Source: an optimization exercise on an open RTL-to-GDS flow (aim: small area and few clock cycles). Production flows keep margins and buffers that such runs may drop.
RTL that was checked went through simulation tests only; none was proved equivalent to the original.
Only the layout flow was run in runs 2 and 3; the RTL was not checked for function there.
The clock cells of runs 8 and 9 come from the design's own scripts or RTL, not from TritonCTS.
The clock port is modelled as an ideal driver, which makes a skipped or thinned clock tree look cheaper than it is; a real chip needs a root buffer or a tree.
Power is estimated from default activity; no workload was simulated.

**design/flow/design.v**
```verilog
module diff2d(i_clk, i_reset, i_data, i_start, o_datax, o_datay, o_address, o_Dx_addr, o_DyValid, o_DxValid, o_bussy);
  parameter WIDTH = 32, ADD_W = 12;
  input  wire                      i_clk;
  input  wire                      i_reset;
  input  wire signed [(WIDTH-1):0] i_data;
  input  wire                      i_start;
  output wire signed [(WIDTH-1):0] o_datax;
  output wire signed [(WIDTH-1):0] o_datay;
  output wire        [(ADD_W-1):0] o_address;
  output wire        [(ADD_W-1):0] o_Dx_addr;
  output wire                      o_DyValid;
  output wire                      o_DxValid;
  output wire                      o_bussy;
  reg  [5:0]  r_x;
  reg  [5:0]  r_y;
  reg         r_phase;   
  reg         r_run;     
  reg         r_dv;      
  reg         r_ov;      
  reg  [(WIDTH-1):0] r_prev;
  reg  [(WIDTH-1):0] r_diff;
  wire        x_zero = (r_x == 6'd0);
  wire [5:0]  n_x = r_x + 6'd1;                        
  wire [5:0]  n_y = r_y + {5'd0, x_zero};
  wire [5:0]  a_y = r_y + {4'd0, x_zero & r_phase, x_zero ^ r_phase};
  wire        last = r_phase & r_dv & (&r_x) & (&r_y);
  always @(posedge i_clk) begin
    r_phase <= i_start | ~r_phase;
    if (i_start) begin
      r_x <= 6'd63;
      r_y <= 6'd63;
    end else if (r_phase) begin
      r_x <= n_x;
      r_y <= n_y;
    end
    if (r_phase | x_zero)
      r_prev <= i_data;
    r_diff <= i_data - r_prev;
  end
  always @(posedge i_clk) begin
    if (i_reset) begin
      r_run <= 1'b0;
      r_dv  <= 1'b0;
      r_ov  <= 1'b0;
    end else begin
      r_run <= i_start | (r_run & ~last);
      r_dv  <= r_run & (r_dv | ~r_phase);
      r_ov  <= r_dv;
    end
  end
  assign o_address = {a_y, n_x};
  assign o_Dx_addr = {r_y, r_x};
  assign o_datay   = r_diff;
  assign o_datax   = r_diff;
  assign o_DyValid = r_ov & ~r_phase;
  assign o_DxValid = r_ov & r_phase;
  assign o_bussy   = r_run | r_dv;
endmodule
```
**design/flow/constraint.sdc**
```tcl
create_clock -name core_clock -period 10.0 [get_ports {i_clk}]
set_input_delay 2.0000 -clock core_clock [delete_from_list [all_inputs] [get_ports {i_clk}]]
set_output_delay 2.0000 -clock core_clock [all_outputs]
set_load 0.01 [all_outputs]
```
**design/flow/run.sh**
```bash
#!/bin/bash
# synth_recipe.tcl (not shown) runs the flow's synth.tcl, then flattens the netlist and writes it again
# the make line also repeats each setting of config.mk as NAME=value (left out here)
make -C /OpenROAD-flow-scripts/flow DESIGN_CONFIG=/design/flow/config.mk WORK_HOME=/design/flow/orfs CLKGATE_MAP_FILE= SYNTH_SCRIPT=/design/flow/synth_recipe.tcl finish
```
**design/flow/config.mk**
```make
export PLATFORM = sky130hd
export DESIGN_NAME = diff2d
export DESIGN_NICKNAME = diff2d
export VERILOG_FILES = /design/flow/design.v
export SDC_FILE = /design/flow/constraint.sdc
export NUM_CORES = 4
export LEC_CHECK = 0
export CAP_MARGIN = 20
export CORE_MARGIN = 2
export CORE_UTILIZATION = 40
export SLEW_MARGIN = 20
```
==> results of run 1 <==
## power by group
part | internal [mW] | leakage [nW] | switching, mW
clock network | 0.219 | 0.159 | 0.134
registers | 0.390 | 0.723 | 0.0292
logic | 0.218 | 1.63 | 0.175
## cells by family (layout without fill, tap and decap cells)
family,after synthesis,in the layout,share of synthesized area (%)
xor gates and xnor gates,44,44,8.459
buffers and inverters,91,184,10.77
muxes,2,2,0.4395
DFF,80,80,42.19
and+or+nand+nor,101,101,11.23
adders and majority gates,41,41,11.59
AOI/OAI and AO/OA,104,104,15.33
## metrics by stage
step / util (%) / setup slack (ps) / area, um2 / hold WS (ps) / power, mW
CTS: 54.43 / 4825 / 5978 / 488.4 / 1.181
detailed placement: 51.50 / 5210 / 5657 / 471.9 / 0.8219
global placement: 51.50 / 5283 / 5657 / 468.9 / 0.8178
finish: 54.43 / 4846 / 5978 / 500.2 / 1.166
global route: 54.43 / 4644 / 5978 / 509.2 / 1.227
floorplan: - / 5794 / 4556 / 444.3 / 0.6557
## synth_stat cells (all sizes together), types with 8 or more instances
| library cell | instances |
|---|---|
| dfxtp | 48 |
| nand3 | 12 |
| nor2 | 10 |
| and3 | 8 |
| clkbuf | 11 |
| nand2 | 36 |
| edfxtp | 32 |
| nand4 | 10 |
| o21a | 10 |
| nor2b | 8 |
| inv | 42 |
| ha | 39 |
| o21ai | 24 |
| xnor2 | 22 |
| buf | 38 |
| a21oi | 36 |
| xor2 | 22 |
## critical path, delay by kind of cell (launching register included)
family,cells,cell delay [ps]
adders and majority gates,4,1070
xor gates and xnor gates,1,110
DFF,1,350
buffers and inverters,3,740
and+or+nand+nor,3,540
## flip-flops by register name (all words and copies together) (netlist names)
name     cells
r_ov         1
r_run        1
r_dv         1
r_prev      32
r_diff      32
r_x          6
r_phase      1
r_y          6
## final cells by class
class                      count  area, um2
clock inverter                 7      96.34
inverter                      42      157.7
timing repair buffer         126       1259
multi-input combinational    292       2143
sequential                    80       1922
tap                          140      175.2
clock buffer                   9      225.2
fill                        1016       5005
## path summary, 6_finish.rpt
kind,from,end,slack (ps),cells after the start
max,r_x[0],o_address[10],4850,11
min,r_run,r_dv,500,1
max reg2reg,r_x[0],r_prev[10],7560,8
min reg2reg,r_run,r_dv,500,1
## routing by layer
layer	GRT usage (%)	wire length, um	vias up
li1	-	-	1753
met1	22.35	4857	1646
met2	25.89	4703	87
met3	4.429	537	11
met4	4.500	125	0
met5	0	0	-
==> flow_metrics.py, run 1 <==
metrics = {
    "global_route": {
        "overflow": 0,
        "grt.total_usage_pct": 16.44,
        "grt_pass1_wl_mm": 16.70,
        "grt_max_degree": 21,
        "grt_pass1_vias": 3346,
        "antenna_found_initial": 0,
    },
    "timing": {
        "clock_skew_ps": 11.34,
        "timing.final.hold_violations": 0,
        "worst_pin_slew_ps": 694.1,
        "fin_crit_sh_pct": 51.54,
        "rsz0062_at_grt": "no",
        "fmax_mhz": 194.0,
        "setup_viol": 0,
        "tns_ps": 0,
        "drv_slew": 0,
        "period_needed_ps": 5154,
        "relSlewSlack_pct": 53.66,
    },
    "critical_path": {
        "critPathMostFrequentCell": "ha_1",
        "crit_required_ps": 8000,
        "critPathSlowestCell": "clkdlybuf4s50_1",
        "startpoint_type": "register",
        "critPathMaxFanout": 5,
        "crit_chain": "inv_1, ha_1, nand2b_1, nor4_1, inv_1, ha_1, ha_1, fa_1, nand3_1, xnor2_1, clkdlybuf4s50_1",
        "slowest_delay_ps": 550,
        "critical_path_class": "reg2out",
        "critPathCaptureType": "output port",
        "worstPathArrival_ps": 3150,
    },
    "power_and_ir_drop": {
        "ir_worst_vdd_mv": 0.09958,
        "leakagePower_nw": 2.517,
        "powerDensity_nw_per_um2": 195.1,
    },
    "synth": {
        "async_flop_share_pct": 0,
        "synth_seq_cells": 80,
        "synth_top_cell_by_area": "dfxtp_1",
        "avgSynthCellArea_um2": 9.839,
        "synthCells": 463,
        "synthesis.nets": 539,
        "synth_warnings": 1,
        "synth_ff_type": "dfxtp_1",
        "synth_area_leaders": "dfxtp_1, edfxtp_1, ha_1",
        "syn_area_um2": 4556,
        "synth_edf_count": 32,
        "seq_area_frac_synth_pct": 42.19,
        "synth_cell_types": 57,
        "synth_top_area_share_pct": 21.09,
    },
    "cts": {
        "clock_path_buffers": 2,
        "postCtsSetupBuffers": 0,
        "holdBufCountCts": 0,
        "cts_sinks": 80,
        "cts_root_buffer": "clkbuf_16",
        "cts_resized": 0,
        "cts_tree": "built",
        "cts.clk_slew.worst_paths_ps": 60,
        "cts_buffers": 9,
        "htree_levels": 3,
        "clk_latency_ps": 330,
    },
    "placed_design": {
        "port_buffers": 125,
        "dpl.hpwl_mm": 7.929,
        "gp_congestion": 0.8132,
        "post-place-cells": 680,
    },
    "floorplanning": {
        "core_um2": 10980,
        "rows": 38,
        "start_util_pct": 41.48,
        "io_pins": 126,
        "fp.dieW_um": 110.7,
        "dieHeight_um": 110.7,
        "die-area_um2": 12260,
    },
    "routing": {
        "drc": 0,
        "drtIter0Drc": 155,
        "via_per_inst": 5.024,
        "ant_nets": 0,
        "first_pass_iters": 4,
        "num_vias": 3497,
        "wl_mm": 10.22,
        "wire_per_inst_um": 14.69,
    },
    "layout": {
        "diodes": 0,
        "drive_above_1_share_pct": 5.576,
        "nets": 627,
        "final_cells": 696,
        "areaGrowthSynthToFinish_pct": 31.23,
        "final_cell_mix": "clkdlybuf4s50_1, dfxtp_1, inv_1, ha_1",
        "final_common_cell": "clkdlybuf4s50_1",
    },
    "worst_hold_path": {
        "hold_class": "reg2reg",
    },
    "outcome": {
        "status": "finished clean",
    },
    "flow_run": {
        "drv_cap": 0,
    },
}
Testbench counts, summed over its fixed seeds: cycles 196,680.
==> inputs of run 2 (changes only) <==
--- a/design/flow/design.v
+++ b/design/flow/design.v
@@ -2,2 +2,3 @@
   parameter WIDTH = 32, ADD_W = 12;
+  localparam H = WIDTH/2;
   input  wire                      i_clk;
@@ -19,4 +20,8 @@
   reg         r_ov;      
-  reg  [(WIDTH-1):0] r_prev;
-  reg  [(WIDTH-1):0] r_diff;
+  reg         r_ld;      
+  reg  [(H-1):0]     r_nprev_lo;   
+  reg  [(WIDTH-1):H] r_nprev_hi;   
+  reg  [(WIDTH-1):H] r_data_hi;
+  reg  [(H-1):0]     r_diff_lo;
+  reg                r_carry;
   wire        x_zero = (r_x == 6'd0);
@@ -26,2 +31,20 @@
   wire        last = r_phase & r_dv & (&r_x) & (&r_y);
+  wire        ld = r_phase | x_zero;
+  function [H:0] add_rc;
+    input [(H-1):0] a;
+    input [(H-1):0] b;
+    input           cin;
+    integer i;
+    reg c;
+    begin
+      c = cin;
+      for (i = 0; i < H; i = i + 1) begin
+        add_rc[i] = a[i] ^ b[i] ^ c;
+        c = (a[i] & b[i]) | (c & (a[i] ^ b[i]));
+      end
+      add_rc[H] = c;
+    end
+  endfunction
+  wire [H:0]         w_lo = add_rc(i_data[(H-1):0], r_nprev_lo, 1'b1);
+  wire [H:0]         w_hi = add_rc(r_data_hi, r_nprev_hi, r_carry);
   always @(posedge i_clk) begin
@@ -35,5 +58,10 @@
     end
-    if (r_phase | x_zero)
-      r_prev <= i_data;
-    r_diff <= i_data - r_prev;
+    r_ld <= ld;
+    if (ld)
+      r_nprev_lo <= ~i_data[(H-1):0];
+    if (r_ld)
+      r_nprev_hi <= ~r_data_hi;
+    r_data_hi <= i_data[(WIDTH-1):H];
+    r_diff_lo <= w_lo[(H-1):0];
+    r_carry   <= w_lo[H];
   end
@@ -50,6 +78,7 @@
   end
+  wire [(WIDTH-1):0] w_diff = {w_hi[(H-1):0], r_diff_lo};
   assign o_address = {a_y, n_x};
   assign o_Dx_addr = {r_y, r_x};
-  assign o_datay   = r_diff;
-  assign o_datax   = r_diff;
+  assign o_datay   = w_diff;
+  assign o_datax   = w_diff;
   assign o_DyValid = r_ov & ~r_phase;
--- a/design/flow/config.mk
+++ b/design/flow/config.mk
@@ -9,3 +9,6 @@
 export CORE_MARGIN = 2
-export CORE_UTILIZATION = 40
+export CORE_UTILIZATION = 70
+export CTS_BUF_LIST = sky130_fd_sc_hd__clkbuf_4
+export CTS_CLUSTER_DIAMETER = 100
+export CTS_CLUSTER_SIZE = 40
 export SLEW_MARGIN = 20
==> run 2 against run 1 <==
Against the previous run:
- the run now fails in global routing
- synthesized area fell by 20%
- synthesized cell count shrank 38%
==> flow_metrics.py, run 2 <==
metrics = {
    "synth": {
        "synth_cell_types": 31,
        "async_flop_share_pct": 0,
        "synthesis.nets": 361,
        "syn_area_um2": 3643,
        "synthCells": 286,
        "synth_common_cells": "inv_1, dfxtp_1, buf_4",
        "synth_area_leaders": "dfxtp_1, edfxtp_1, fa_1",
        "synth_warnings": 1,
        "synth_top_cell_by_area": "dfxtp_1",
        "synth_top_area_share_pct": 27.47,
        "synth_seq_cells": 82,
        "synth_edf_count": 32,
        "avgSynthCellArea_um2": 12.74,
        "synth_ff_type": "dfxtp_1",
        "synth_most_common_cell": "inv_1",
        "seq_area_frac_synth_pct": 53.85,
    },
    "outcome": {
        "status": "aborted with a tool error",
        "error": "[ERROR GRT-0232] Routing congestion too high. Check the congestion heatmap in the GUI.",
        "stop_stage": "global routing",
    },
    "timing": {
        "worst_path_end_type": "primary output",
        "grt-worst-endpoint": "o_datax[31]",
    },
    "placed_design": {
        "placed_area_um2": 4693,
        "port_buffers": 125,
        "gp_congestion": 0.7262,
        "dpl_worst_slack_ps": 641.9,
        "dpl.hpwl_mm": 7.342,
    },
    "global_route": {
        "grt.total_usage_pct": 63.46,
        "grt_max_degree": 21,
        "overflow": 7,
    },
    "floorplanning": {
        "io_pins": 126,
        "fp.dieW_um": 76.15,
        "start_util_pct": 71.79,
        "rows": 26,
        "dieHeight_um": 76.15,
    },
    "cts": {
        "cts_root_buffer": "clkbuf_4",
        "cts_sinks": 82,
        "htree_levels": 3,
        "postCtsSetupBuffers": 0,
        "clock_path_buffers": 2,
        "cts_buffers": 9,
    },
}
## run 2: cell types whose count changed after synthesis, moves of 17 or more
cell     change
a21oi_1     -33
fa_1        +29
ha_1        -30
nand2_1     -23
o21ai_0     -17
## run 2: metrics by stage
stage	util, %	cells
CTS	95.91	458
global placement	92.48	442
detailed placement	92.48	442
floorplan	-	286
## run 2: repair_timing
action,CTS
hold buffers,0
pin swaps,0
endpoints found under the setup margin,1
resized for setup,1
## run 2: how the worst min path moves through the flow
stage	startpoint	end	cells after the start
after floorplan	r_run	r_dv	1
after global placement	r_data_hi[31]	r_nprev_hi[31]	1
after detailed placement	r_data_hi[21]	r_nprev_hi[21]	1
after CTS	r_run	r_dv	1
## run 2: power groups by stage
stage	clock network, mW	registers, mW	logic [mW]
4_1_cts	0.246	0.420	0.320
3_5_place_dp	0	0.424	0.298
3_3_place_gp	0	0.419	0.277
2_1_floorplan	0	0.421	0.146
## run 2: logic make-up after synthesis
family	Yosys count	synth area share (%)
AO/OA/AOI/OAI	10	1.648
XOR/XNOR	15	3.606
adder cells (fa/ha/maj)	40	20.12
buffers and inverters	97	13.91
flip-flops	82	53.85
multiplexers	1	0.2747
AND/OR/NAND/NOR	41	6.594
## run 2: layer usage
metal	global-route usage (%)	overflow
met1	60.69	0
met2	87.95	4
met3	39.10	0
met4	69.64	3
met5	0	0
==> inputs of run 3 (changes only) <==
==> design/flow/flow/run.sh (new file) <==
#!/bin/bash
# The standard layout, with the smallest buffer on each port and a clock tree
# without dummy balancing loads. make's full output goes to flow.log.
set -euo pipefail
export BUFFER_PORTS_ARGS="-buffer_cell sky130_fd_sc_hd__buf_1"
export CTS_ARGS="-sink_clustering_enable -repair_clock_nets -dont_use_dummy_load -buf_list sky130_fd_sc_hd__clkbuf_4 -sink_clustering_size 40 -sink_clustering_max_diameter 100"
bash standard.sh > flow.log 2>&1
==> design/flow/standard.sh (new file) <==
#!/bin/bash
# synth_recipe.tcl (not shown) runs the flow's synth.tcl, then flattens the netlist and writes it again
# the make line also repeats each setting of config.mk as NAME=value (left out here)
make -C /OpenROAD-flow-scripts/flow DESIGN_CONFIG=/design/flow/config.mk WORK_HOME=/design/flow/orfs CLKGATE_MAP_FILE= SYNTH_SCRIPT=/design/flow/synth_recipe.tcl "${@:-finish}"
removed: design/flow/run.sh
==> run 3 against run 2 <==
Against the previous run:
- the run now finishes clean
- synthesized cell count stayed put
- synthesized area stayed put
==> flow_metrics.py, run 3 <==
metrics = {
    "cts": {
        "clk_latency_ps": 400,
        "cts_tree": "built",
        "cts_resized": 0,
        "htree_levels": 3,
        "cts_buffers": 9,
        "cts_root_buffer": "clkbuf_4",
        "cts.clk_slew.worst_paths_ps": 100,
        "cts_sinks": 82,
        "postCtsSetupBuffers": 0,
        "clock_path_buffers": 2,
        "holdBufCountCts": 0,
    },
    "layout": {
        "areaGrowthSynthToFinish_pct": 9.203,
        "fin_area_um2": 3979,
        "nets": 458,
        "diodes": 0,
        "final_common_cell": "buf_1",
        "drive_above_1_share_pct": 3.412,
        "final_cell_mix": "buf_1, inv_1, dfxtp_1, edfxtp_1, fa_1",
        "final_core_util_pct": 78.40,
        "final_cells": 451,
    },
    "floorplanning": {
        "fp.dieW_um": 76.15,
        "rows": 26,
        "die-area_um2": 5798,
        "dieHeight_um": 76.15,
        "core_um2": 5075,
        "start_util_pct": 71.79,
        "io_pins": 126,
    },
    "synth": {
        "synth_most_common_cell": "inv_1",
        "synth_seq_cells": 82,
        "synth_top_cell_by_area": "dfxtp_1",
        "synth_area_leaders": "dfxtp_1, edfxtp_1, fa_1",
        "synthCells": 286,
        "avgSynthCellArea_um2": 12.74,
        "synth_warnings": 1,
        "syn_area_um2": 3643,
        "synth_top_area_share_pct": 27.47,
        "async_flop_share_pct": 0,
        "synth_edf_count": 32,
        "seq_area_frac_synth_pct": 53.85,
        "synth_cell_types": 31,
        "synth_ff_type": "dfxtp_1",
        "synth_common_cells": "inv_1, dfxtp_1, buf_4",
        "synthesis.nets": 361,
    },
    "worst_hold_path": {
        "hold_class": "reg2reg",
        "holdPathEnd": "r_nprev_hi[27]",
        "hold_start": "r_data_hi[27]",
        "hold_path_depth": 1,
    },
    "routing": {
        "num_vias": 2152,
        "wl_met3_um": 346,
        "first_pass_iters": 4,
        "met2_length_mm": 2.823,
        "drtIter0Drc": 52,
        "wire_per_inst_um": 12.57,
        "ant_nets": 0,
        "highest_layer": "met4",
        "drc": 0,
        "via_per_inst": 4.772,
        "met1_length_mm": 2.431,
        "wl_mm": 5.669,
    },
    "power_and_ir_drop": {
        "leakagePower_nw": 1.708,
        "power.switching_mw": 0.2286,
        "powerDensity_nw_per_um2": 181.4,
        "swShare_pct": 31.67,
        "p_int_mw": 0.4933,
        "combPwrFrac_pct": 24.4,
        "ir_worst_vdd_mv": 0.1118,
        "pwr-share-clk_pct": 18.5,
        "p_total_mw": 0.7220,
        "seq_power_share_pct": 57.1,
    },
    "critical_path": {
        "crit_chain": "inv_1, fa_1, inv_1, fa_1, fa_1, fa_1, fa_1, fa_1, fa_1, fa_1, fa_1, fa_1, fa_1, fa_1, fa_1, fa_1, fa_1, xnor2_1, xnor2_1, buf_1",
        "critPathCaptureType": "output port",
        "rr_startpoint": "r_nprev_lo[0]",
        "reg2reg_setup_slack_ps": 3420,
        "crit_required_ps": 8000,
        "slowest_delay_ps": 400,
        "rr_worst_depth": 22,
        "critPathMostFrequentCell": "fa_1",
        "critPathSlowestCell": "fa_1",
        "startpoint_type": "register",
        "critPathMaxFanout": 2,
        "critical_path_class": "reg2out",
        "crit_start": "r_nprev_hi[16]",
        "worstPathArrival_ps": 6990,
        "r2r-end": "r_diff_lo[15]",
    },
    "timing": {
        "setup_viol": 0,
        "timing.final.hold_violations": 0,
        "worst_pin_slew_ps": 811.8,
        "clock_skew_ps": 28.20,
        "fin_crit_sh_pct": 89.93,
        "relSlewSlack_pct": 45.81,
        "hold-worst-slack_ps": 474.0,
        "tns_ps": 0,
        "rsz0062_at_grt": "no",
        "layout_setup_ws_ps": 1007,
        "fmax_mhz": 111.2,
        "drv_slew": 0,
        "period_needed_ps": 8993,
    },
    "flow_run": {
        "drv_cap": 0,
    },
    "placed_design": {
        "dpl_worst_slack_ps": 1404,
        "gp_congestion": 0.7127,
        "port_buffers": 125,
        "placed_area_um2": 3911,
        "post-place-cells": 442,
        "dpl.hpwl_mm": 4.412,
    },
    "global_route": {
        "grt_pass1_wl_mm": 9.177,
        "overflow": 0,
        "grt_pass1_vias": 2010,
        "grt.total_usage_pct": 20.62,
        "antenna_found_initial": 0,
        "grt_max_degree": 21,
    },
    "outcome": {
        "status": "finished clean",
    },
}
==> run 3: cell counts after synthesis <==
Identical to the previous run, type by type.
==> run 3: power groups by stage <==
stage               Clock [mW]  Sequential (mW)  Combinational (mW)
floorplan                    0            0.421               0.146
global placement             0            0.419               0.173
detailed placement           0            0.420               0.178
CTS                      0.139            0.412               0.180
global route             0.149            0.418               0.198
finish                   0.134            0.412               0.176
==> run 3: per-layer routing <==
layer  vias to the layer above  GRT usage (%)
met5                         -              0
met4                         0          10.36
met3                         4          4.621
met2                        79          33.84
met1                      1024          26.15
li1                       1045              -
==> run 3: worst max path at each step <==
stage / to / slack [ps]
6_report: o_datay[31] / 1010
5_1_grt: o_datax[31] / 650
4_1_cts: o_datay[31] / 960
3_5_place_dp: o_datay[31] / 1400
3_3_place_gp: o_datax[31] / 1470
2_1_floorplan: o_datay[31] / 1480
==> run 3: cell type report <==
type,count,area (um2)
sequential,82,1962
inverter,58,217.7
tap,70,87.58
multi-input combinational,107,1175
timing repair buffer,125,469.2
fill,355,1096
clock buffer,9,67.56
==> run 3: logic make-up after synthesis <==
logic type	synth area share (%)
AOI/OAI and AO/OA	1.648
buffers and inverters	13.91
DFF	53.85
adders and majority gates	20.12
muxes	0.2747
and+or+nand+nor	6.594
xor gates and xnor gates	3.606
==> run 3: critical path: cells and delay by family, from the launching register on <==
| family | cells | cell delay (ps) |
|---|---|---|
| fa+ha+maj | 15 | 5570 |
| flops | 1 | 370 |
| xor+xnor | 2 | 350 |
| buf+inv | 3 | 300 |
==> inputs of run 4 (changes only) <==
--- a/design/flow/design.v
+++ b/design/flow/design.v
@@ -20,3 +20,2 @@
   reg         r_ov;      
-  reg         r_ld;      
   reg  [(H-1):0]     r_nprev_lo;   
@@ -32,2 +31,3 @@
   wire        ld = r_phase | x_zero;
+  wire        ld_d = ~r_phase | x_zero;
   function [H:0] add_rc;
@@ -42,3 +42,3 @@
         add_rc[i] = a[i] ^ b[i] ^ c;
-        c = (a[i] & b[i]) | (c & (a[i] ^ b[i]));
+        c = (a[i] & b[i]) | (a[i] & c) | (b[i] & c);
       end
@@ -58,6 +58,5 @@
     end
-    r_ld <= ld;
     if (ld)
       r_nprev_lo <= ~i_data[(H-1):0];
-    if (r_ld)
+    if (ld_d)
       r_nprev_hi <= ~r_data_hi;
==> design/flow/flow/run.sh (replaced) <==
#!/bin/bash
# The standard layout, with the smallest buffer on each port and a clock tree
# without dummy balancing loads. make's full output goes to flow.log.
set -euo pipefail
export BUFFER_PORTS_ARGS="-buffer_cell sky130_fd_sc_hd__buf_1"
export CTS_ARGS="-sink_clustering_enable -repair_clock_nets -dont_use_dummy_load -buf_list sky130_fd_sc_hd__clkbuf_8 -sink_clustering_size 100 -sink_clustering_max_diameter 500"
bash standard.sh > flow.log 2>&1
--- a/design/flow/config.mk
+++ b/design/flow/config.mk
@@ -10,5 +10,2 @@
 export CORE_UTILIZATION = 70
-export CTS_BUF_LIST = sky130_fd_sc_hd__clkbuf_4
-export CTS_CLUSTER_DIAMETER = 100
-export CTS_CLUSTER_SIZE = 40
 export SLEW_MARGIN = 20
==> run 4 against run 3 <==
Against the previous run:
- still clean
- die area fell by 1.3%
- count of clock-buffer cells in the layout unchanged
- routed wire length fell by 5.8%
- critical path depth unchanged
- design area increased by 0.44%
- cell count decreased by 0.67%
- synthesized cell count is 1.4% lower
- largest cell class unchanged
- highest routed layer unchanged
==> flow_metrics.py, run 4 <==
metrics = {
    "outcome": {
        "status": "finished clean",
    },
    "worst_hold_path": {
        "hold_class": "reg2reg",
        "hold_start": "r_data_hi[31]",
    },
    "synth": {
        "synth_warnings": 1,
        "synthesis.nets": 358,
        "synth_ff_type": "dfxtp_1",
        "synth_cell_types": 29,
        "async_flop_share_pct": 0,
        "synth_common_cells": "inv_1, dfxtp_1, buf_4",
        "synth_seq_cells": 81,
        "synth_edf_count": 32,
        "synth_most_common_cell": "inv_1",
        "synthCells": 282,
        "synth_area_leaders": "dfxtp_1, edfxtp_1, fa_1",
        "synth_top_area_share_pct": 27.31,
        "avgSynthCellArea_um2": 12.74,
        "synth_top_cell_by_area": "dfxtp_1",
        "seq_area_frac_synth_pct": 54.06,
        "syn_area_um2": 3592,
    },
    "routing": {
        "wl_mm": 5.343,
        "num_vias": 2131,
        "first_pass_iters": 4,
        "drtIter0Drc": 58,
        "drc": 0,
        "wire_per_inst_um": 11.93,
        "via_per_inst": 4.757,
        "ant_nets": 0,
    },
    "timing": {
        "fmax_mhz": 111.3,
        "period_needed_ps": 8988,
        "fin_crit_sh_pct": 89.88,
        "relSlewSlack_pct": 52.04,
        "clock_skew_ps": 21.81,
        "tns_ps": 0,
        "rsz0062_at_grt": "no",
        "timing.final.hold_violations": 0,
        "drv_slew": 0,
        "setup_viol": 0,
        "worst_pin_slew_ps": 718.5,
    },
    "placed_design": {
        "dpl.hpwl_mm": 4.231,
        "post-place-cells": 439,
        "gp_congestion": 0.7319,
        "port_buffers": 125,
    },
    "global_route": {
        "grt_pass1_vias": 1957,
        "grt.total_usage_pct": 20.00,
        "grt_pass1_wl_mm": 8.211,
        "antenna_found_initial": 0,
        "overflow": 0,
        "grt_max_degree": 23,
    },
    "layout": {
        "n_fill_cell": 359,
        "nets": 456,
        "seq_area_um2": 1942,
        "multiInputGateArea_um2": 1167,
        "drive_above_1_share_pct": 3.175,
        "final_cells": 448,
        "areaGrowthSynthToFinish_pct": 11.25,
        "diodes": 0,
        "final_cell_mix": "buf_1, inv_1, dfxtp_1, edfxtp_1, fa_1",
        "final_common_cell": "buf_1",
    },
    "cts": {
        "clk_latency_ps": 350,
        "postCtsSetupBuffers": 0,
        "htree_levels": 3,
        "cts_tree": "built",
        "cts.clk_slew.worst_paths_ps": 60,
        "cts_root_buffer": "clkbuf_8",
        "cts_resized": 0,
        "clock_path_buffers": 2,
        "cts_sinks": 81,
        "holdBufCountCts": 0,
        "cts_buffers": 9,
    },
    "critical_path": {
        "rr_worst_depth": 20,
        "critPathMaxFanout": 2,
        "rr_startpoint": "r_nprev_lo[0]",
        "crit_required_ps": 8000,
        "critPathCaptureType": "output port",
        "critical_path_class": "reg2out",
        "reg2reg_setup_slack_ps": 3370,
        "r2r-end": "r_diff_lo[15]",
        "worstPathArrival_ps": 6990,
        "cp-endpoint": "o_datay[31]",
        "startpoint_type": "register",
        "crit_start": "r_nprev_hi[16]",
    },
    "floorplanning": {
        "rows": 26,
        "io_pins": 126,
        "start_util_pct": 71.24,
        "core_um2": 5042,
        "dieHeight_um": 75.64,
        "fp.dieW_um": 75.64,
        "die-area_um2": 5721,
    },
    "power_and_ir_drop": {
        "ir_worst_vdd_mv": 0.1473,
        "powerDensity_nw_per_um2": 186.3,
        "leakagePower_nw": 1.708,
    },
    "flow_run": {
        "drv_cap": 0,
    },
}
[run 4: cell families (layout without fill, tap and decap cells)]
family / count (synthesis) / in the layout / share of synthesized area, %
multiplexers: 1 / 1 / 0.2787
AO/OA/AOI/OAI: 10 / 10 / 1.672
adder cells (fa/ha/maj): 41 / 41 / 20.76
flip-flops: 81 / 81 / 54.06
AND/OR/NAND/NOR: 41 / 41 / 6.131
XOR/XNOR: 15 / 15 / 3.657
buffers and inverters: 93 / 189 / 13.44
[run 4: how the worst min path moves through the flow]
stage,endpoint,slack (ps),cells past startpoint
global placement,r_nprev_hi[31],460,1
global route,r_nprev_hi[19],490,1
floorplan,r_nprev_hi[31],440,1
detailed placement,r_nprev_hi[30],460,1
finish,r_nprev_hi[31],470,1
CTS,r_nprev_hi[30],480,1
[run 4: worst max-delay path, stage by stage (launching register included)]
cell and delay, ps:
edfxtp_1 350, inv_1 90, fa_1 180, inv_1 60, fa_1 370, fa_1 400, fa_1 400, fa_1 390
fa_1 410, fa_1 390, fa_1 400, fa_1 390, fa_1 390, fa_1 380, fa_1 380, fa_1 380
fa_1 380, fa_1 390, xnor2_1 200, xnor2_1 150, buf_1 170
[run 4: layer usage]
metal,vias up,GRT usage (%),wire length [um]
met5,-,0,0
met4,0,7.018,64
met3,7,8.069,347
met2,71,33.82,2776
met1,1020,23.19,2154
li1,1033,-,-
[run 4: per-stage QoR]
stage               hold WS (ps)  util [%]  setup slack (ps)  total power [mW]  cell area [um2]
floorplan                  440.3         -              1482            0.5505             3592
global placement           456.1     76.80              1452            0.5740             3872
detailed placement         462.4     76.80              1374            0.5803             3872
CTS                        477.4     79.26             976.7            0.7549             3996
global route               491.3     79.26             674.7            0.7919             3996
finish                     471.9     79.26              1012            0.7446             3996
[run 4: where the power goes]
group	switching [mW]	leakage, nW	internal [mW]
logic	0.103	0.919	0.0644
clock network	0.0943	0.0647	0.0803
registers	0.0250	0.723	0.378
[run 4: layout make-up]
cell class                 instances  share of cell area [%]
sequential                        81                   48.59
tap                               70                   2.192
inverter                          55                   5.166
multi-input combinational        108                   29.21
clock buffer                       9                   3.100
timing repair buffer             125                   11.74
Testbench counts of run 4, summed over its fixed seeds: cycles 196,680.
==> inputs of run 5 (changes only) <==
==> design/flow/flow/run.sh (replaced) <==
#!/bin/bash
# The standard layout, with the smallest buffer on each port and a clock tree
# without dummy balancing loads. make's full output goes to flow.log.
set -euo pipefail
export BUFFER_PORTS_ARGS="-buffer_cell sky130_fd_sc_hd__buf_1"
export CTS_ARGS="-sink_clustering_enable -repair_clock_nets -dont_use_dummy_load -buf_list sky130_fd_sc_hd__clkbuf_16 -sink_clustering_size 100 -sink_clustering_max_diameter 500"
bash standard.sh > flow.log 2>&1
==> run 5 against run 4 <==
Against the previous run:
- cell count stayed put
- total power is 12% higher
- core utilization rose by 2.0 points
- sequential share of layout area fell by 1.2 points
- clock power rose by about 50%
- highest routed layer unchanged
==> flow_metrics.py, run 5 <==
metrics = {
    "synth": {
        "async_flop_share_pct": 0,
        "synthCells": 282,
        "synth_area_leaders": "dfxtp_1, edfxtp_1, fa_1",
        "synth_edf_count": 32,
        "synth_cell_types": 29,
        "avgSynthCellArea_um2": 12.74,
        "syn_area_um2": 3592,
        "synth_ff_type": "dfxtp_1",
        "synth_seq_cells": 81,
        "muxShareOfSynthArea_pct": 0.2786,
        "synthesis.nets": 358,
        "seq_area_frac_synth_pct": 54.06,
        "synth_most_common_cell": "inv_1",
        "synth_common_cells": "inv_1, dfxtp_1, buf_4",
        "yosys.area_share.adder_pct": 20.76,
        "yosys.area_share.simple_pct": 6.130,
        "synth_top_cell_by_area": "dfxtp_1",
        "synth_compound_area_share_pct": 1.672,
        "synth_top_area_share_pct": 27.31,
        "synth_xor_area_share_pct": 3.657,
        "synth_warnings": 1,
        "synth_top_family_by_area": "adder cells",
    },
    "global_route": {
        "grt_pass1_wl_mm": 8.811,
        "overflow": 0,
        "grt_pass1_vias": 1967,
        "grt.total_usage_pct": 21.29,
        "grt_max_degree": 23,
        "antenna_found_initial": 0,
    },
    "critical_path": {
        "critPathCaptureType": "output port",
        "critPathMaxFanout": 2,
        "critical_path_class": "reg2out",
        "worstPathArrival_ps": 7070,
        "critPathBufInv": 3,
        "crit_required_ps": 8000,
        "crit_chain": "inv_1, fa_1, inv_1, fa_1, fa_1, fa_1, fa_1, fa_1, fa_1, fa_1, fa_1, fa_1, fa_1, fa_1, fa_1, fa_1, fa_1, xnor2_1, xnor2_1, buf_1",
        "slowest_delay_ps": 420,
        "crit_family": "adder cells",
        "critPathMostFrequentCell": "fa_1",
        "startpoint_type": "register",
        "critPathSlowestCell": "fa_1",
    },
    "floorplanning": {
        "dieHeight_um": 75.64,
        "die-area_um2": 5721,
        "start_util_pct": 71.24,
        "io_pins": 126,
        "rows": 26,
        "fp.dieW_um": 75.64,
        "core_um2": 5042,
    },
    "timing": {
        "worst_pin_slew_ps": 721.4,
        "drv_slew": 0,
        "tns_ps": 0,
        "fin_crit_sh_pct": 90.67,
        "setup_viol": 0,
        "timing.final.hold_violations": 0,
        "period_needed_ps": 9067,
        "fmax_mhz": 110.3,
        "rsz0062_at_grt": "no",
        "clock_skew_ps": 15.17,
        "relSlewSlack_pct": 51.84,
    },
    "placed_design": {
        "port_buffers": 125,
        "gp_congestion": 0.7319,
        "dpl.hpwl_mm": 4.231,
        "post-place-cells": 439,
    },
    "routing": {
        "wl_mm": 5.644,
        "via_per_inst": 4.817,
        "first_pass_iters": 4,
        "ant_nets": 0,
        "drtIter0Drc": 77,
        "wire_per_inst_um": 12.60,
        "num_vias": 2158,
        "drc": 0,
    },
    "cts": {
        "cts.clk_slew.worst_paths_ps": 50,
        "htree_levels": 3,
        "cts_resized": 0,
        "holdBufCountCts": 0,
        "clk_latency_ps": 330,
        "cts_root_buffer": "clkbuf_16",
        "cts_tree": "built",
        "cts_sinks": 81,
        "clock_path_buffers": 2,
        "cts_buffers": 9,
        "postCtsSetupBuffers": 0,
    },
    "power_and_ir_drop": {
        "leakagePower_nw": 1.754,
        "swShare_pct": 28.04,
        "seq_power_share_pct": 48.4,
        "power.switching_mw": 0.2343,
        "combPwrFrac_pct": 20.2,
        "powerDensity_nw_per_um2": 203.9,
        "ir_worst_vdd_mv": 0.1505,
        "p_int_mw": 0.6012,
        "pwr-share-clk_pct": 31.5,
    },
    "layout": {
        "final_common_cell": "buf_1",
        "final_core_util_pct": 81.27,
        "final_cell_mix": "buf_1, inv_1, dfxtp_1, edfxtp_1, fa_1",
        "drive_above_1_share_pct": 3.175,
        "diodes": 0,
        "areaGrowthSynthToFinish_pct": 14.07,
        "nets": 456,
        "final_cells": 448,
    },
    "flow_run": {
        "drv_cap": 0,
    },
    "outcome": {
        "status": "finished clean",
    },
    "worst_hold_path": {
        "hold_class": "reg2reg",
    },
}
[run 5: metal layers]
layer | up-vias | part of all wire [%] | track usage, %
met5 | - | 0 | 0
met4 | 0 | 0.60 | 5.263
met3 | 5 | 5.7 | 8.466
met2 | 77 | 53 | 35.07
met1 | 1040 | 41 | 26.67
li1 | 1036 | - | -
[run 5: cells by family after synthesis]
group / after synthesis
multiplexers: 1
flip-flops: 81
buffers and inverters: 93
AO/OA/AOI/OAI: 10
XOR/XNOR: 15
AND/OR/NAND/NOR: 41
adder cells (fa/ha/maj): 41
[run 5: area by class of cell]
type                    instances  area, um2
multi-input cells             108       1167
flip-flops and latches         81       1942
clock buffers                   9      225.2
fillers                       322      944.7
repair buffers                125      469.2
inverters                      55      206.4
well taps                      70      87.58
[run 5: final timing paths]
kind / from / endpoint / slack, ps / cells after the start
min: r_data_hi[31] / r_nprev_hi[31] / 470 / 1
min reg2reg: r_data_hi[31] / r_nprev_hi[31] / 470 / 1
max reg2reg: r_nprev_lo[0] / r_diff_lo[15] / 3300 / 20
max: r_nprev_hi[16] / o_datay[31] / 930 / 20
[run 5: power groups by stage]
stage | logic [mW] | clock network [mW] | registers [mW]
4_1_cts | 0.172 | 0.268 | 0.405
5_1_grt | 0.195 | 0.278 | 0.410
2_1_floorplan | 0.137 | 0 | 0.414
3_5_place_dp | 0.169 | 0 | 0.411
6_report | 0.168 | 0.263 | 0.404
3_3_place_gp | 0.164 | 0 | 0.410
[run 5: worst register-to-register path, stage by stage, from the launching register on]
cell	delay, ps
edfxtp_1	350
inv_1	70
ha_1	150
inv_1	60
fa_1	370
fa_1	390
fa_1	400
fa_1	390
fa_1	400
fa_1	390
fa_1	380
fa_1	390
fa_1	390
fa_1	400
fa_1	390
fa_1	390
fa_1	400
fa_1	380
inv_1	90
fa_1	420
inv_1	70
[run 5: per-stage QoR]
stage | cell area [um2] | power, mW | worst slack [ps] | hold slack (ps)
after CTS | 4098 | 0.8451 | 883.9 | 466.9
after global placement | 3872 | 0.5740 | 1452 | 456.1
after global routing | 4098 | 0.8836 | 635.1 | 484.4
after floorplan | 3592 | 0.5505 | 1482 | 440.3
final | 4098 | 0.8355 | 932.9 | 465.4
after detailed placement | 3872 | 0.5803 | 1374 | 462.4
==> inputs of run 6 (changes only) <==
==> design/flow/flow/run.sh (replaced) <==
#!/bin/bash
# The standard layout, with the smallest buffer on each port and a clock tree
# of one buffer (flow/pre_cts.tcl). make's full output goes to flow.log.
set -euo pipefail
export BUFFER_PORTS_ARGS="-buffer_cell sky130_fd_sc_hd__buf_1"
export PRE_CTS_TCL="$PWD/flow/pre_cts.tcl"
export CLOCK_ROOT_BUF=sky130_fd_sc_hd__clkbuf_16
bash standard.sh > flow.log 2>&1
==> design/flow/flow/pre_cts.tcl (new file) <==
# Clock tree: a single clock buffer, placed at the centre of the registers,
# drives every register's clock pin; the clock port drives only that buffer.
set xs 0
set ys 0
set n 0
foreach inst [[ord::get_db_block] getInsts] {
  if { [[$inst getMaster] isSequential] } {
    set bb [$inst getBBox]
    set xs [expr { $xs + ([$bb xMin] + [$bb xMax]) / 2.0 }]
    set ys [expr { $ys + ([$bb yMin] + [$bb yMax]) / 2.0 }]
    incr n
  }
}
set dbu [[ord::get_db_tech] getDbUnitsPerMicron]
set cx [expr { $xs / $n / $dbu }]
set cy [expr { $ys / $n / $dbu }]
puts "clock root buffer for $n registers at ($cx, $cy)"
insert_buffer -buffer_cell $::env(CLOCK_ROOT_BUF) -net i_clk \
  -location [list $cx $cy] -buffer_name clkbuf_root -net_name clknet_root
[[ord::get_db_block] findNet clknet_root] setSigType CLOCK
# the tree is built: clock_tree_synthesis has nothing left to do
proc clock_tree_synthesis { args } {
  puts "clock_tree_synthesis skipped: the clock tree is the single buffer clkbuf_root"
}
==> run 6 against run 5 <==
Against the previous run:
- the flow now stops in clock tree synthesis
- synthesized area unchanged
- synthesized cell count stayed put
==> flow_metrics.py, run 6 <==
metrics = {
    "synth": {
        "synth_common_cells": "inv_1, dfxtp_1, buf_4",
        "seq_area_frac_synth_pct": 54.06,
        "synth_most_common_cell": "inv_1",
        "synth_warnings": 1,
        "syn_area_um2": 3592,
        "synth_top_area_share_pct": 27.31,
        "synthCells": 282,
        "synth_top_cell_by_area": "dfxtp_1",
        "synth_area_leaders": "dfxtp_1, edfxtp_1, fa_1",
        "avgSynthCellArea_um2": 12.74,
        "synth_ff_type": "dfxtp_1",
        "synth_edf_count": 32,
        "synth_cell_types": 29,
        "synth_seq_cells": 81,
        "async_flop_share_pct": 0,
        "synthesis.nets": 358,
    },
    "floorplanning": {
        "start_util_pct": 71.24,
        "rows": 26,
        "fp.dieW_um": 75.64,
        "dieHeight_um": 75.64,
        "io_pins": 126,
    },
    "placed_design": {
        "gp_congestion": 0.7319,
        "dpl_worst_slack_ps": 1374,
        "placed_area_um2": 3872,
        "dpl.hpwl_mm": 4.231,
        "port_buffers": 125,
    },
    "outcome": {
        "status": "aborted with a tool error",
        "error": "Error: cts.tcl, 6 invalid command name \"NULL\"",
        "stop_stage": "clock tree synthesis",
    },
}
==> run 6: cells by family after synthesis <==
logic type / share of synthesized area, %
adder cells (fa/ha/maj): 20.76
buffers and inverters: 13.44
AO/OA/AOI/OAI: 1.672
AND/OR/NAND/NOR: 6.131
flip-flops: 54.06
multiplexers: 0.2787
XOR/XNOR: 3.657
==> run 6: worst max-delay path by stage <==
stage | to | slack (ps)
3_3_place_gp | o_datay[31] | 1450
2_1_floorplan | o_datay[31] | 1480
3_5_place_dp | o_datay[31] | 1370
==> run 6: power by group through the flow <==
stage               Combinational, mW  Sequential [mW]  Clock (mW)
global placement                0.164            0.410           0
detailed placement              0.169            0.411           0
floorplan                       0.137            0.414           0
==> run 6: through the flow <==
| stage | utilization, % | std cells | total power [mW] |
|---|---|---|---|
| 2_1_floorplan | - | 282 | 0.5505 |
| 3_3_place_gp | 76.80 | 439 | 0.5740 |
| 3_5_place_dp | 76.80 | 439 | 0.5803 |
==> inputs of run 7 (changes only) <==
--- a/design/flow/flow/run.sh
+++ b/design/flow/flow/run.sh
@@ -6,3 +6,3 @@
 export PRE_CTS_TCL="$PWD/flow/pre_cts.tcl"
-export CLOCK_ROOT_BUF=sky130_fd_sc_hd__clkbuf_16
+export CLOCK_ROOT_BUF=sky130_fd_sc_hd__clkbuf_8
 bash standard.sh > flow.log 2>&1
==> run 7 against run 6 <==
Against the previous run:
- the flow again stops in clock tree synthesis
- synthesized area stayed put
- synthesized cell count is the same
==> flow_metrics.py, run 7 <==
metrics = {
    "synth": {
        "synth_top_area_share_pct": 27.31,
        "syn_area_um2": 3592,
        "synth_common_cells": "inv_1, dfxtp_1, buf_4",
        "synthCells": 282,
        "synth_most_common_cell": "inv_1",
        "synth_edf_count": 32,
        "synth_top_cell_by_area": "dfxtp_1",
        "synth_ff_type": "dfxtp_1",
        "synth_warnings": 1,
        "seq_area_frac_synth_pct": 54.06,
        "avgSynthCellArea_um2": 12.74,
        "synth_cell_types": 29,
        "synth_seq_cells": 81,
        "async_flop_share_pct": 0,
        "synth_area_leaders": "dfxtp_1, edfxtp_1, fa_1",
        "synthesis.nets": 358,
    },
    "outcome": {
        "error": "Error: cts.tcl, 6 invalid command name \"NULL\"",
        "stop_stage": "clock tree synthesis",
        "status": "aborted with a tool error",
    },
    "floorplanning": {
        "rows": 26,
        "io_pins": 126,
        "fp.dieW_um": 75.64,
        "dieHeight_um": 75.64,
        "start_util_pct": 71.24,
    },
    "placed_design": {
        "dpl.hpwl_mm": 4.231,
        "port_buffers": 125,
        "gp_congestion": 0.7319,
    },
}
run 7: cell families after synthesis:
group	Yosys count	share of synthesized area, %
buf+inv	93	13.44
flops	81	54.06
fa+ha+maj	41	20.76
simple gates	41	6.131
xor+xnor	15	3.657
compound gates	10	1.672
mux	1	0.2787
run 7: how the worst min path moves through the flow:
stage	slack (ps)	cells past startpoint	endpoint	start
after floorplan	440	1	r_nprev_hi[31]	r_data_hi[31]
after global placement	460	1	r_nprev_hi[31]	r_data_hi[31]
after detailed placement	460	1	r_nprev_hi[30]	r_data_hi[30]
run 7: per-stage QoR:
stage	instances	setup slack [ps]	utilization [%]	hold slack (ps)	instance area, um2
after floorplan	282	1482	-	440.3	3592
after global placement	439	1452	76.80	456.1	3872
after detailed placement	439	1374	76.80	462.4	3872
run 7: power by group through the flow:
stage               clock (mW)  combinational [mW]  sequential, mW
floorplan                    0               0.137           0.414
global placement             0               0.164           0.410
detailed placement           0               0.169           0.411
==> inputs of run 8 (changes only) <==
==> design/flow/flow/run.sh (replaced) <==
#!/bin/bash
# The standard layout, with the smallest buffer on each port and a two-level
# clock tree built by flow/pre_cts.tcl. make's full output goes to flow.log.
set -euo pipefail
export BUFFER_PORTS_ARGS="-buffer_cell sky130_fd_sc_hd__buf_1"
export PRE_CTS_TCL="$PWD/flow/pre_cts.tcl"
export CLOCK_LEAVES=8
export CLOCK_LEAF_BUF=sky130_fd_sc_hd__clkbuf_4
export CLOCK_ROOT_BUF=sky130_fd_sc_hd__clkbuf_4
bash standard.sh > flow.log 2>&1
==> design/flow/flow/pre_cts.tcl (replaced) <==
# Clock tree built by hand: the registers are split into CLOCK_LEAVES groups by
# position (halving alternately along x and y); a leaf buffer at each group's
# centre drives that group's clock pins, and a root buffer at the centre of the
# leaves drives the leaves. The clock port drives only the root buffer.
set blk [ord::get_db_block]
set clk [$blk findNet i_clk]

proc centre { iterms } {
  set xs 0.0
  set ys 0.0
  foreach it $iterms {
    set bb [[$it getInst] getBBox]
    set xs [expr { $xs + ([$bb xMin] + [$bb xMax]) / 2.0 }]
    set ys [expr { $ys + ([$bb yMin] + [$bb yMax]) / 2.0 }]
  }
  set n [llength $iterms]
  return [list [expr { int($xs / $n) }] [expr { int($ys / $n) }]]
}

proc split_groups { iterms levels axis } {
  if { $levels == 0 } { return [list $iterms] }
  set keyed {}
  foreach it $iterms {
    set bb [[$it getInst] getBBox]
    if { $axis == 0 } { set k [expr { [$bb xMin] + [$bb xMax] }] } else { set k [expr { [$bb yMin] + [$bb yMax] }] }
    lappend keyed [list $k $it]
  }
  set sorted {}
  foreach p [lsort -integer -index 0 $keyed] { lappend sorted [lindex $p 1] }
  set h [expr { [llength $sorted] / 2 }]
  set a [lrange $sorted 0 [expr { $h - 1 }]]
  set b [lrange $sorted $h end]
  return [concat [split_groups $a [expr { $levels - 1 }] [expr { 1 - $axis }]] \
                 [split_groups $b [expr { $levels - 1 }] [expr { 1 - $axis }]]]
}

proc add_buffer { blk master name netname driver_net loads } {
  set inst [odb::dbInst_create $blk $master $name]
  set net [odb::dbNet_create $blk $netname]
  $net setSigType CLOCK
  foreach it $loads {
    $it disconnect
    $it connect $net
  }
  [$inst findITerm X] connect $net
  [$inst findITerm A] connect $driver_net
  set c [centre $loads]
  set w [[$inst getMaster] getWidth]
  $inst setLocation [expr { [lindex $c 0] - $w / 2 }] [lindex $c 1]
  $inst setPlacementStatus PLACED
  return $inst
}

set sinks {}
foreach it [$clk getITerms] { lappend sinks $it }
set levels [expr { int(log($::env(CLOCK_LEAVES)) / log(2) + 0.5) }]
set groups [split_groups $sinks $levels 0]
set leaf_master [[ord::get_db] findMaster $::env(CLOCK_LEAF_BUF)]
set root_master [[ord::get_db] findMaster $::env(CLOCK_ROOT_BUF)]
set leaves {}
set k 0
foreach g $groups {
  set inst [add_buffer $blk $leaf_master clkbuf_leaf_$k clknet_leaf_$k $clk $g]
  puts "clock leaf $k: [llength $g] registers"
  lappend leaves [$inst findITerm A]
  incr k
}
add_buffer $blk $root_master clkbuf_root clknet_root $clk $leaves
puts "clock root drives $k leaves"

# the tree is built: clock_tree_synthesis has nothing left to do
proc clock_tree_synthesis { args } {
  puts "clock_tree_synthesis skipped: the clock tree was built by pre_cts.tcl"
}
==> run 8 against run 7 <==
Against the previous run:
- now clean on timing, DRC and antenna
- synthesized cell count is the same
- synthesized area is the same
==> flow_metrics.py, run 8 <==
metrics = {
    "worst_hold_path": {
        "hold_path_depth": 1,
        "hold_class": "reg2reg",
    },
    "critical_path": {
        "critPathCaptureType": "output port",
        "crit_required_ps": 8000,
        "critical_path_class": "reg2out",
        "critPathMaxFanout": 2,
        "worstPathArrival_ps": 7060,
        "rr_worst_depth": 20,
        "startpoint_type": "register",
    },
    "power_and_ir_drop": {
        "ir_worst_vdd_mv": 0.1313,
        "leakagePower_nw": 1.684,
        "powerDensity_nw_per_um2": 177.6,
    },
    "placed_design": {
        "dpl.hpwl_mm": 4.231,
        "port_buffers": 125,
        "gp_congestion": 0.7319,
        "post-place-cells": 439,
        "placed_area_um2": 3872,
    },
    "layout": {
        "diodes": 0,
        "drive_above_1_share_pct": 3.175,
        "multiInputGateArea_um2": 1167,
        "n_fill_cell": 373,
        "final_cells": 448,
        "nets": 456,
        "seq_area_um2": 1942,
        "fin_area_um2": 3940,
        "final_common_cell": "buf_1",
        "areaGrowthSynthToFinish_pct": 9.683,
        "final_cell_mix": "buf_1, inv_1, dfxtp_1, edfxtp_1, fa_1",
    },
    "global_route": {
        "grt.total_usage_pct": 18.39,
        "antenna_found_initial": 0,
        "overflow": 0,
        "grt_pass1_vias": 1978,
        "grt_max_degree": 23,
        "grt_pass1_wl_mm": 8.286,
    },
    "timing": {
        "relSlewSlack_pct": 50.07,
        "clock_skew_ps": 13.64,
        "tns_ps": 0,
        "rsz0062_at_grt": "no",
        "hold-worst-slack_ps": 482.6,
        "fmax_mhz": 110.4,
        "timing.final.hold_violations": 0,
        "worst_pin_slew_ps": 748.0,
        "fin_crit_sh_pct": 90.62,
        "period_needed_ps": 9062,
        "setup_viol": 0,
        "drv_slew": 0,
    },
    "synth": {
        "synth_seq_cells": 81,
        "synth_common_cells": "inv_1, dfxtp_1, buf_4",
        "synth_ff_type": "dfxtp_1",
        "synthesis.nets": 358,
        "async_flop_share_pct": 0,
        "synth_top_area_share_pct": 27.31,
        "syn_area_um2": 3592,
        "synth_edf_count": 32,
        "synth_cell_types": 29,
        "seq_area_frac_synth_pct": 54.06,
        "synth_area_leaders": "dfxtp_1, edfxtp_1, fa_1",
        "synth_warnings": 1,
        "avgSynthCellArea_um2": 12.74,
        "synth_top_cell_by_area": "dfxtp_1",
        "synth_most_common_cell": "inv_1",
        "synthCells": 282,
    },
    "routing": {
        "first_pass_iters": 4,
        "wl_mm": 5.344,
        "wire_per_inst_um": 11.93,
        "drtIter0Drc": 48,
        "via_per_inst": 4.748,
        "ant_nets": 0,
        "drc": 0,
        "num_vias": 2127,
    },
    "floorplanning": {
        "fp.dieW_um": 75.64,
        "io_pins": 126,
        "rows": 26,
        "start_util_pct": 71.24,
        "die-area_um2": 5721,
        "dieHeight_um": 75.64,
        "core_um2": 5042,
    },
    "outcome": {
        "status": "finished clean",
    },
    "cts": {
        "postCtsSetupBuffers": 0,
        "holdBufCountCts": 0,
        "clk_latency_ps": 400,
        "cts_resized": 0,
        "cts.clk_slew.worst_paths_ps": 100,
    },
    "flow_run": {
        "drv_cap": 0,
    },
}
-- run 8: cell counts after synthesis --
Identical to the previous run, type by type.
-- run 8: layout make-up --
cell class                 instances  share of cell area, %
buffer                             9                  1.715
timing repair buffer             125                  11.91
tap                               70                  2.223
sequential                        81                  49.29
multi-input combinational        108                  29.63
inverter                          55                  5.240
-- run 8: worst paths after layout --
| check | start | endpoint | slack [ps] |
|---|---|---|---|
| worst max-delay path | r_nprev_hi[16] | o_datay[31] | 940 |
| worst min-delay path | r_data_hi[31] | r_nprev_hi[31] | 480 |
| worst min register to register | r_data_hi[31] | r_nprev_hi[31] | 480 |
| worst max register to register | r_nprev_lo[0] | r_diff_lo[15] | 3360 |
-- run 8: kinds of logic after synthesis --
group | synth area share (%)
buf+inv | 13.44
xor+xnor | 3.657
mux | 0.2787
simple gates | 6.131
flops | 54.06
compound gates | 1.672
fa+ha+maj | 20.76
-- run 8: stage by stage --
| step | setup WS [ps] | util, % | total power, mW |
|---|---|---|---|
| floorplan | 1482 | - | 0.5505 |
| global placement | 1452 | 76.80 | 0.5740 |
| detailed placement | 1374 | 76.80 | 0.5803 |
| CTS | 1348 | 78.14 | 0.6794 |
| global route | 580.4 | 78.14 | 0.7502 |
| finish | 938.4 | 78.14 | 0.6997 |
-- run 8: worst max-delay path, stage by stage (launching register included) --
cell	delay [ps]
edfxtp_1	360
inv_1	90
fa_1	180
inv_1	60
fa_1	370
fa_1	400
fa_1	400
fa_1	390
fa_1	410
fa_1	390
fa_1	400
fa_1	390
fa_1	390
fa_1	380
fa_1	380
fa_1	380
fa_1	380
fa_1	390
xnor2_1	200
xnor2_1	150
buf_1	180
-- run 8: per-layer routing --
layer | wire length, um | vias up | track usage (%)
met5 | 0 | - | 0
met4 | 69 | 0 | 2.534
met2 | 2772 | 74 | 34.01
li1 | - | 1032 | -
met3 | 348 | 6 | 3.042
met1 | 2154 | 1015 | 23.40
-- run 8: where the power goes --
group	internal (mW)	total [mW]	switching (mW)
Clock	0.0419	0.130	0.0880
Sequential	0.378	0.403	0.0252
Combinational	0.0643	0.167	0.103
Total	0.484	0.700	0.216
==> inputs of run 9 (changes only) <==
--- a/design/flow/design.v
+++ b/design/flow/design.v
@@ -20,3 +20,4 @@
   reg         r_ov;      
-  reg  [(H-1):0]     r_nprev_lo;   
+  reg  [(H-1):1]     r_nprev_lo;   
+  reg                r_prev_0;     
   reg  [(WIDTH-1):H] r_nprev_hi;   
@@ -32,6 +33,7 @@
   wire        ld_d = ~r_phase | x_zero;
-  function [H:0] add_rc;
-    input [(H-1):0] a;
-    input [(H-1):0] b;
-    input           cin;
+  function [WIDTH:0] add_rc;
+    input [(WIDTH-1):0] a;
+    input [(WIDTH-1):0] b;
+    input               cin;
+    input integer       n;
     integer i;
@@ -39,4 +41,5 @@
     begin
+      add_rc = {(WIDTH+1){1'b0}};
       c = cin;
-      for (i = 0; i < H; i = i + 1) begin
+      for (i = 0; i < n; i = i + 1) begin
         add_rc[i] = a[i] ^ b[i] ^ c;
@@ -44,7 +47,9 @@
       end
-      add_rc[H] = c;
+      add_rc[n] = c;
     end
   endfunction
-  wire [H:0]         w_lo = add_rc(i_data[(H-1):0], r_nprev_lo, 1'b1);
-  wire [H:0]         w_hi = add_rc(r_data_hi, r_nprev_hi, r_carry);
+  wire               w_c1 = i_data[0] | ~r_prev_0;
+  wire [WIDTH:0]     w_lo1 = add_rc({{(WIDTH-H+1){1'b0}}, i_data[(H-1):1]}, {{(WIDTH-H+1){1'b0}}, r_nprev_lo}, w_c1, H-1);
+  wire [H:0]         w_lo = {w_lo1[H-1:0], i_data[0] ^ r_prev_0};
+  wire [WIDTH:0]     w_hi = add_rc({{H{1'b0}}, r_data_hi}, {{H{1'b0}}, r_nprev_hi}, r_carry, WIDTH-H);
   always @(posedge i_clk) begin
@@ -58,4 +63,6 @@
     end
-    if (ld)
-      r_nprev_lo <= ~i_data[(H-1):0];
+    if (ld) begin
+      r_nprev_lo <= ~i_data[(H-1):1];
+      r_prev_0   <= i_data[0];
+    end
     if (ld_d)
@@ -77,3 +84,3 @@
   end
-  wire [(WIDTH-1):0] w_diff = {w_hi[(H-1):0], r_diff_lo};
+  wire [(WIDTH-1):0] w_diff = {w_hi[(WIDTH-H-1):0], r_diff_lo};
   assign o_address = {a_y, n_x};
--- a/design/flow/flow/run.sh
+++ b/design/flow/flow/run.sh
@@ -8,3 +8,3 @@
 export CLOCK_LEAF_BUF=sky130_fd_sc_hd__clkbuf_4
-export CLOCK_ROOT_BUF=sky130_fd_sc_hd__clkbuf_4
+export CLOCK_ROOT_BUF=sky130_fd_sc_hd__clkbuf_1
 bash standard.sh > flow.log 2>&1
==> run 9 against run 8 <==
Against the previous run:
- total power decreased by 0.31%
- largest cell class unchanged
- via count down 0.89%
- sequential power barely moved
- first-iteration DRC count rose by 33%
- critical endpoint unchanged
- maximum frequency decreased by 2.9%
- clock power barely moved
- register-to-register slack lost 20 ps
- worst hold slack got worse by 2.0 ps
- sequential share of layout area increased by 0.094 points
==> flow_metrics.py, run 9 <==
metrics = {
    "outcome": {
        "status": "finished clean",
    },
    "routing": {
        "num_vias": 2108,
        "first_pass_iters": 4,
        "ant_nets": 0,
        "drc": 0,
        "wire_per_inst_um": 11.87,
        "via_per_inst": 4.716,
        "drtIter0Drc": 64,
        "wl_mm": 5.304,
    },
    "power_and_ir_drop": {
        "p_total_mw": 0.6975,
        "leakagePower_nw": 1.675,
        "ir_worst_vdd_mv": 0.1446,
        "powerDensity_nw_per_um2": 177.4,
    },
    "synth": {
        "synth_edf_count": 32,
        "synth_seq_cells": 81,
        "synth_area_leaders": "dfxtp_1, edfxtp_1, fa_1",
        "synth_common_cells": "inv_1, dfxtp_1, buf_4",
        "synth_most_common_cell": "inv_1",
        "synth_top_area_share_pct": 27.34,
        "avgSynthCellArea_um2": 12.77,
        "synth_warnings": 1,
        "async_flop_share_pct": 0,
        "syn_area_um2": 3588,
        "synth_top_cell_by_area": "dfxtp_1",
        "seq_area_frac_synth_pct": 54.11,
        "synthCells": 281,
        "synthesis.nets": 357,
        "synth_ff_type": "dfxtp_1",
        "synth_cell_types": 28,
    },
    "critical_path": {
        "rr_worst_depth": 19,
        "critPathMaxFanout": 2,
        "startpoint_type": "register",
        "rr_startpoint": "r_prev_0",
        "critical_path_class": "reg2out",
        "r2r-end": "r_diff_lo[15]",
        "reg2reg_setup_slack_ps": 3340,
        "critPathCaptureType": "output port",
        "crit_required_ps": 8000,
        "worstPathArrival_ps": 7330,
    },
    "layout": {
        "final_common_cell": "buf_1",
        "areaGrowthSynthToFinish_pct": 9.589,
        "nets": 455,
        "top_regs": "r_data_hi (16), r_diff_lo (16), r_nprev_hi (16)",
        "n_fill_cell": 352,
        "seq_area_um2": 1942,
        "diodes": 0,
        "final_cell_mix": "buf_1, inv_1, dfxtp_1, edfxtp_1, fa_1",
        "multiInputGateArea_um2": 1167,
        "drive_above_1_share_pct": 2.918,
    },
    "floorplanning": {
        "rows": 26,
        "io_pins": 126,
        "core_um2": 5042,
        "dieHeight_um": 75.60,
        "start_util_pct": 71.17,
        "fp.dieW_um": 75.60,
        "die-area_um2": 5715,
    },
    "cts": {
        "clk_latency_ps": 680,
        "holdBufCountCts": 0,
        "postCtsSetupBuffers": 0,
        "cts.clk_slew.worst_paths_ps": 110,
        "cts_resized": 0,
    },
    "placed_design": {
        "port_buffers": 125,
        "gp_congestion": 0.7183,
        "dpl.hpwl_mm": 4.187,
        "dpl_worst_slack_ps": 1338,
    },
    "global_route": {
        "overflow": 0,
        "grt_max_degree": 23,
        "grt_pass1_wl_mm": 8.383,
        "grt.total_usage_pct": 18.73,
        "antenna_found_initial": 0,
        "grt_pass1_vias": 2014,
    },
    "timing": {
        "relSlewSlack_pct": 48.09,
        "clock_skew_ps": 10.60,
        "hold-worst-slack_ps": 480.7,
        "worst_pin_slew_ps": 777.6,
        "setup_viol": 0,
        "layout_setup_ws_ps": 669.4,
        "rsz0062_at_grt": "no",
        "period_needed_ps": 9331,
        "tns_ps": 0,
        "fin_crit_sh_pct": 93.31,
        "drv_slew": 0,
        "fmax_mhz": 107.2,
        "timing.final.hold_violations": 0,
    },
    "worst_hold_path": {
        "hold_class": "reg2reg",
        "hold_path_depth": 1,
        "holdPathEnd": "r_dv",
        "hold_start": "r_run",
    },
    "flow_run": {
        "drv_cap": 0,
    },
}
==> run 9: changes by cell type after synthesis, sizes merged <==
cell,change
inv,-1
buf,+1
clkbuf,-1
==> run 9: worst max path at each step <==
stage          slack, ps  depth (start not counted)           start          end
6_report             670                         20  r_nprev_hi[16]  o_datay[31]
5_1_grt              280                         20  r_nprev_hi[16]  o_datay[31]
4_1_cts             1320                         20  r_nprev_hi[16]  o_datay[31]
3_5_place_dp        1340                         20  r_nprev_hi[16]  o_datay[31]
3_3_place_gp        1520                         20  r_nprev_hi[16]  o_datax[31]
2_1_floorplan       1480                         20  r_nprev_hi[16]  o_datay[31]
==> run 9: cells by family after synthesis <==
kind of cell    Yosys count  share of synthesized area, %
buf+inv                  92                         13.35
xor+xnor                 15                         3.661
simple gates             41                         6.137
fa+ha+maj                41                         20.78
compound gates           10                         1.673
mux                       1                        0.2790
flops                    81                         54.11
==> run 9: layout make-up <==
cell class	instances	area share, %
flip-flops and latches	81	49.38
multi-input cells	108	29.69
repair buffers	125	11.93
inverters	54	5.154
well taps	70	2.227
plain buffers	9	1.623
==> run 9: metal layers <==
| layer | global-route usage (%) | up-vias | part of all wire [%] |
|---|---|---|---|
| li1 | - | 1034 | - |
| met1 | 23.61 | 993 | 41 |
| met2 | 35.56 | 76 | 52 |
| met3 | 2.646 | 5 | 6.8 |
| met4 | 1.949 | 0 | 1.0 |
| met5 | 0 | - | 0 |
==> run 9: power by group <==
part | leakage [nW] | switching (mW) | internal (mW)
Sequential | 0.723 | 0.0259 | 0.378
Combinational | 0.914 | 0.102 | 0.0642
Clock | 0.0380 | 0.0895 | 0.0380
Total | 1.68 | 0.218 | 0.480
==> run 9: stage by stage <==
step | cells | utilization [%] | area, um2
floorplan | 281 | - | 3588
CTS | 447 | 77.99 | 3933
detailed placement | 438 | 76.72 | 3869
global placement | 438 | 76.72 | 3869
global route | 447 | 77.99 | 3933
finish | 447 | 77.99 | 3933
==> run 9: worst max-delay path, cell delays in order (launching register included) <==
cell	delay [ps]
edfxtp_1	380
inv_1	80
fa_1	170
inv_1	50
fa_1	370
fa_1	390
fa_1	400
fa_1	390
fa_1	390
fa_1	390
fa_1	390
fa_1	380
fa_1	380
fa_1	380
fa_1	390
fa_1	390
fa_1	390
fa_1	380
xnor2_1	210
xnor2_1	170
buf_1	170
Testbench counts of run 9, summed over its fixed seeds: cycles 196,680.

afterwards: timing with drivers on the ports:
In the flow no input, the clock included, has a driving cell. The finished layouts below were timed again as built, in two steps. Step 1 (the two cells are an assumption about what drives the block):
set clk [get_ports {i_clk}]
set_driving_cell -lib_cell sky130_fd_sc_hd__clkbuf_16 $clk
set_driving_cell -lib_cell sky130_fd_sc_hd__buf_2 [delete_from_list [all_inputs] $clk]
Step 2 moves the port delays by t, midway between the first and last clock arrival at a register: inputs arrive t later, outputs are due t later. That takes back most of the time a late clock gives input paths. Three values: ideal, step 1, step 2; two values: the first two.
| run | t, ns | setup WS [ns] | worst setup path after step 2 | worst register clock-pin slew, ns | worst data-port slew with drivers (ns) |
|---|---|---|---|---|---|
| run 1 | 0.366 | 4.846 / 4.809 / 5.175 | register to output | 0.06 / 0.06 | 0.05 |
| run 3 | 0.416 | 1.007 / 0.979 / 1.395 | register to output | 0.12 / 0.12 | 0.04 |
| run 4 | 0.364 | 1.012 / 0.983 / 1.347 | register to output | 0.08 / 0.08 | 0.04 |
| run 5 | 0.351 | 0.933 / 0.902 / 1.253 | register to output | 0.06 / 0.06 | 0.04 |
| run 8 | 0.423 | 0.938 / 0.913 / 1.336 | register to output | 0.11 / 0.11 | 0.04 |
| run 9 | 0.704 | 0.669 / 0.643 / 1.347 | register to output | 0.11 / 0.11 | 0.05 |
After both steps every run listed still meets setup and hold.
